What follows belongs to an exercise in optimizing a design on an open flow for small area, a short achievable clock period and few clock cycles per item; a production flow would make more cautious choices. In this exercise RTL edits were held to simulation tests only and were not proved equivalent to the original. No driver is modelled on the clock port, so clock power and skew are understated where the tree is cut down; a real chip needs a root buffer or a tree. Power figures rest on the tool's default switching activity, not on a simulated workload.

==> flow/design.v <==
`timescale 1ns / 1ps
module fa3(input x, input y, input z, output s, output c);
    assign s = x ^ y ^ z;
    assign c = (x & y) | (x & z) | (y & z);
endmodule
module ha2(input x, input y, output s, output c);
    assign s = x ^ y;
    assign c = x & y;
endmodule
`timescale 1ns / 1ps
module function_calculator(
    input clk_i,
    input rst_i,
    input [15:0] sw_i,
    input start_i,
    output busy_o,
    output [15:0] y_calc
 );
    function [3:0] low4;
        input [5:0] ar;
        low4 = {ar[3] & (ar[4] ^ ar[5]), ar[4] & ~ar[3], 1'b0, ar[3]} + ar[2:0];
    endfunction
    wire [7:0] b_i = sw_i[7:0];
    wire [2:0] r_d = (b_i >= 8'd216) ? 3'd6 :
                     (b_i >= 8'd125) ? 3'd5 :
                     (b_i >= 8'd64)  ? 3'd4 :
                     (b_i >= 8'd27)  ? 3'd3 :
                     (b_i >= 8'd8)   ? 3'd2 :
                     (b_i >= 8'd1)   ? 3'd1 : 3'd0;
    reg [7:0] aa;
    reg [2:0] rr;
    always @(posedge clk_i) begin
        if (rst_i) begin
            aa <= 8'd0;
            rr <= 3'd0;
        end else if (start_i) begin
            aa <= sw_i[15:8];
            rr <= r_d;
        end
    end
    wire n0 = aa[2] & ~aa[1];
    wire n1 = aa[2] & aa[1];
    wire n2 = aa[3] & ~aa[2];
    wire n3 = aa[3] & aa[2];
    wire n4 = aa[4] & ~aa[3];
    wire n5 = aa[4] & aa[3];
    wire n6 = aa[5] & ~aa[4];
    wire n7 = aa[5] & aa[4];
    wire n8 = aa[6] & ~aa[5];
    wire n9 = aa[6] & aa[5];
    wire n10 = aa[7] & ~aa[6];
    wire n11 = aa[7] & aa[6];
    wire n12 = aa[0] & aa[3];
    wire n13 = aa[0] & aa[4];
    wire n14 = aa[0] & aa[5];
    wire n15 = aa[0] & aa[6];
    wire n16 = aa[0] & aa[7];
    wire n17 = aa[1] & aa[3];
    wire n18 = aa[1] & aa[4];
    wire n19 = aa[1] & aa[5];
    wire n20 = aa[1] & aa[6];
    wire n21 = aa[1] & aa[7];
    wire n22 = aa[2] & aa[4];
    wire n23 = aa[2] & aa[5];
    wire n24 = aa[2] & aa[6];
    wire n25 = aa[2] & aa[7];
    wire n26 = aa[3] & aa[5];
    wire n27 = aa[3] & aa[6];
    wire n28 = aa[3] & aa[7];
    wire n29 = aa[4] & aa[6];
    wire n30 = aa[4] & aa[7];
    wire n31 = aa[5] & aa[7];
    wire n32 = aa[0] & aa[1] & aa[2];
    wire n33, n34;
    ha2 un33 (.x(n3), .y(n15), .s(n33), .c(n34));
    wire n35, n36;
    fa3 un35 (.x(n4), .y(n16), .z(n20), .s(n35), .c(n36));
    wire n37, n38;
    fa3 un37 (.x(n5), .y(n21), .z(n24), .s(n37), .c(n38));
    wire n39, n40;
    ha2 un39 (.x(n6), .y(n25), .s(n39), .c(n40));
    wire n41, n42;
    ha2 un41 (.x(n7), .y(n28), .s(n41), .c(n42));
    wire n43, n44;
    ha2 un43 (.x(n0), .y(n12), .s(n43), .c(n44));
    wire n45, n46;
    fa3 un45 (.x(n1), .y(n13), .z(n17), .s(n45), .c(n46));
    wire n47, n48;
    fa3 un47 (.x(n2), .y(n14), .z(n18), .s(n47), .c(n48));
    wire n49, n50;
    fa3 un49 (.x(n19), .y(n22), .z(n33), .s(n49), .c(n50));
    wire n51, n52;
    fa3 un51 (.x(n23), .y(n34), .z(n35), .s(n51), .c(n52));
    wire n53, n54;
    fa3 un53 (.x(n26), .y(n36), .z(n37), .s(n53), .c(n54));
    wire n55, n56;
    fa3 un55 (.x(n27), .y(n38), .z(n39), .s(n55), .c(n56));
    wire n57, n58;
    fa3 un57 (.x(n29), .y(n40), .z(n41), .s(n57), .c(n58));
    wire n59, n60;
    fa3 un59 (.x(n8), .y(n30), .z(n42), .s(n59), .c(n60));
    wire n61, n62;
    ha2 un61 (.x(n9), .y(n31), .s(n61), .c(n62));
    wire n63, n64;
    ha2 un63 (.x(n32), .y(n43), .s(n63), .c(n64));
    wire n65, n66;
    fa3 un65 (.x(n44), .y(n45), .z(n64), .s(n65), .c(n66));
    wire n67, n68;
    ha2 un67 (.x(n46), .y(n47), .s(n67), .c(n68));
    wire n69, n70;
    ha2 un69 (.x(n48), .y(n49), .s(n69), .c(n70));
    wire n71, n72;
    ha2 un71 (.x(n50), .y(n51), .s(n71), .c(n72));
    wire n73, n74;
    ha2 un73 (.x(n52), .y(n53), .s(n73), .c(n74));
    wire n75, n76;
    ha2 un75 (.x(n54), .y(n55), .s(n75), .c(n76));
    wire n77, n78;
    ha2 un77 (.x(n56), .y(n57), .s(n77), .c(n78));
    wire n79, n80;
    ha2 un79 (.x(n58), .y(n59), .s(n79), .c(n80));
    wire n81, n82;
    ha2 un81 (.x(n60), .y(n61), .s(n81), .c(n82));
    wire n83, n84;
    ha2 un83 (.x(n10), .y(n62), .s(n83), .c(n84));
    wire n85 = n68 | (n67 & n66);
    wire n86 = n67 & 1'b0;
    wire n87 = n72 | (n71 & n70);
    wire n88 = n71 & n69;
    wire n89 = n76 | (n75 & n74);
    wire n90 = n75 & n73;
    wire n91 = n80 | (n79 & n78);
    wire n92 = n79 & n77;
    wire n93 = n84 | (n83 & n82);
    wire n94 = n83 & n81;
    wire n95 = n70 | (n69 & n85);
    wire n96 = n69 & n86;
    wire n97 = n87 | (n88 & n85);
    wire n98 = n88 & n86;
    wire n99 = n78 | (n77 & n89);
    wire n100 = n77 & n90;
    wire n101 = n91 | (n92 & n89);
    wire n102 = n92 & n90;
    wire n103 = 1'b0 | (n11 & n93);
    wire n104 = n11 & n94;
    wire n105 = n74 | (n73 & n97);
    wire n106 = n73 & n98;
    wire n107 = n89 | (n90 & n97);
    wire n108 = n90 & n98;
    wire n109 = n99 | (n100 & n97);
    wire n110 = n100 & n98;
    wire n111 = n101 | (n102 & n97);
    wire n112 = n102 & n98;
    wire n113 = n82 | (n81 & n111);
    wire n114 = n81 & n112;
    wire n115 = n93 | (n94 & n111);
    wire n116 = n94 & n112;
    wire n117 = n103 | (n104 & n111);
    wire n118 = n104 & n112;
    wire n119 = n67 ^ n66;
    wire n120 = n69 ^ n85;
    wire n121 = n71 ^ n95;
    wire n122 = n73 ^ n97;
    wire n123 = n75 ^ n105;
    wire n124 = n77 ^ n107;
    wire n125 = n79 ^ n109;
    wire n126 = n81 ^ n111;
    wire n127 = n83 ^ n113;
    wire n128 = n11 ^ n115;
    wire [11:0] hi = {n128, n127, n126, n125, n124, n123, n122, n121, n120, n119, n65, n63};
    assign y_calc = {hi, low4({aa[2:0], rr})};
    assign busy_o = 1'b0;
endmodule
Settings: LEC_CHECK=0, ABC_AREA=0, CAP_MARGIN=20, CORE_MARGIN=2, CORE_UTILIZATION=50, SLEW_MARGIN=20, SYNTH_HIERARCHICAL=1, SYNTH_MINIMUM_KEEP_SIZE=0, BUFFER_PORTS_ARGS=-buffer_cell sky130_fd_sc_hd__buf_1, CTS_ARGS=-buf_list sky130_fd_sc_hd__clkbuf_4 -root_buf sky130_fd_sc_hd__clkbuf_8 -dont_use_dummy_load -repair_clock_nets, POST_CTS_TCL=/design/flow/flow/post_cts.tcl; clock period 5.0 ns.
standard.sh (not shown) runs the stock make flow with config.mk's settings and CLKGATE_MAP_FILE= SYNTH_SCRIPT=/design/flow/synth_recipe.tcl, a recipe that flattens the netlist after the stock synthesis.
==> flow/flow/run.sh <==
#!/bin/bash
# Standard layout with two changes:
#  - port buffers are buf_1 cells (the resizer's default pick is clkdlybuf4s50_1,
#    larger and slower);
#  - after CTS, the clock tree's leaf buffers are removed so one root clock
#    buffer drives every flip-flop (the design has only a few registers).
set -euo pipefail
here=$(pwd)
echo 'export BUFFER_PORTS_ARGS = -buffer_cell sky130_fd_sc_hd__buf_1' >> config.mk
echo 'export CTS_ARGS = -buf_list sky130_fd_sc_hd__clkbuf_4 -root_buf sky130_fd_sc_hd__clkbuf_8 -dont_use_dummy_load -repair_clock_nets' >> config.mk
echo "export POST_CTS_TCL = $here/flow/post_cts.tcl" >> config.mk
bash standard.sh > standard.log 2>&1
==> flow/flow/post_cts.tcl <==
# Collapse the clock tree to a single buffer: every sink of a leaf clock
# buffer is moved onto the root buffer's output net, then the leaf buffers
# are deleted.
set block [ord::get_db_block]
set clk_port_net [$block findNet clk_i]
set root ""
foreach it [$clk_port_net getITerms] {
  set inst [$it getInst]
  if {[string match "*clkbuf*" [[$inst getMaster] getName]]} { set root $inst }
}
if {$root ne ""} {
  set rootnet [[$root findITerm X] getNet]
  set leaves {}
  foreach it [$rootnet getITerms] {
    set inst [$it getInst]
    if {$inst ne $root && [string match "*clkbuf*" [[$inst getMaster] getName]]} {
      lappend leaves $inst
    }
  }
  foreach leaf $leaves {
    set out [[$leaf findITerm X] getNet]
    set sinks {}
    foreach it [$out getITerms] {
      if {[$it getInst] ne $leaf} { lappend sinks $it }
    }
    foreach it $sinks {
      $it disconnect
      $it connect $rootnet
    }
    [$leaf findITerm A] disconnect
    [$leaf findITerm X] disconnect
    odb::dbInst_destroy $leaf
    odb::dbNet_destroy $out
  }
  puts "post_cts: moved sinks of [llength $leaves] leaf buffers onto [$root getName]"
}
estimate_parasitics -placement
report_clock_skew
report_checks -path_delay max -format end
The baseline went through all stages and came out clean.
Testbench counts at the start, summed over its fixed seeds: cycles 1,280, items 1,280.
Rerun with:
==> flow/flow/run.sh (replaced) <==
#!/bin/bash
# Standard layout, with the port buffers inserted as buf_1 cells instead of
# the resizer's default choice (clkdlybuf4s50_1, larger and slower), and a
# smaller clock tree (no sink clustering, no dummy loads).
set -euo pipefail
echo 'export BUFFER_PORTS_ARGS = -buffer_cell sky130_fd_sc_hd__buf_1' >> config.mk
echo 'export CTS_ARGS = -buf_list sky130_fd_sc_hd__clkbuf_4 -root_buf sky130_fd_sc_hd__clkbuf_4 -dont_use_dummy_load -repair_clock_nets' >> config.mk
bash standard.sh > standard.log 2>&1
==> flow/config.mk (replaced) <==
export PLATFORM = sky130hd
export DESIGN_NAME = function_calculator
export DESIGN_NICKNAME = function_calculator
export VERILOG_FILES = /design/flow/design.v
export SDC_FILE = /design/flow/constraint.sdc
export NUM_CORES = 4
export LEC_CHECK = 0
export ABC_AREA = 1
export CAP_MARGIN = 20
export CORE_MARGIN = 2
export CORE_UTILIZATION = 40
export SLEW_MARGIN = 20
export SYNTH_HIERARCHICAL = 1
export SYNTH_MINIMUM_KEEP_SIZE = 0
export BUFFER_PORTS_ARGS = -buffer_cell sky130_fd_sc_hd__buf_1
export CTS_ARGS = -buf_list sky130_fd_sc_hd__clkbuf_4 -root_buf sky130_fd_sc_hd__clkbuf_4 -dont_use_dummy_load -repair_clock_nets
removed: flow/flow/post_cts.tcl
Result: Total power climbs by 19%. Setup slack improves by 0.33 ns. Routed wire length drops by 2.9%.

port drivers added, routing unchanged:
No port has a modelled driver above. Below, the same layouts with a new extraction and two added sets of constraints.
Step 1 assumes that a clkbuf_16 drives the clock port and a buf_2 every other input.
Step 2 moves the port delays by t, midway between the first and last clock arrival at a register: inputs arrive t later, outputs are due t later. That takes back most of the time a late clock gives input paths.
a / b / c = ideal / step 1 / step 2; a / b = the first two.
run | shift t [ns] | slack for setup (ns) | worst setup path after step 2
the first run | 0.154 | 0.473 / 0.452 / 0.607 | register to output
the second run | 0.280 | 0.800 / 0.781 / 1.062 | register to output
After both steps every run listed still meets setup and hold.
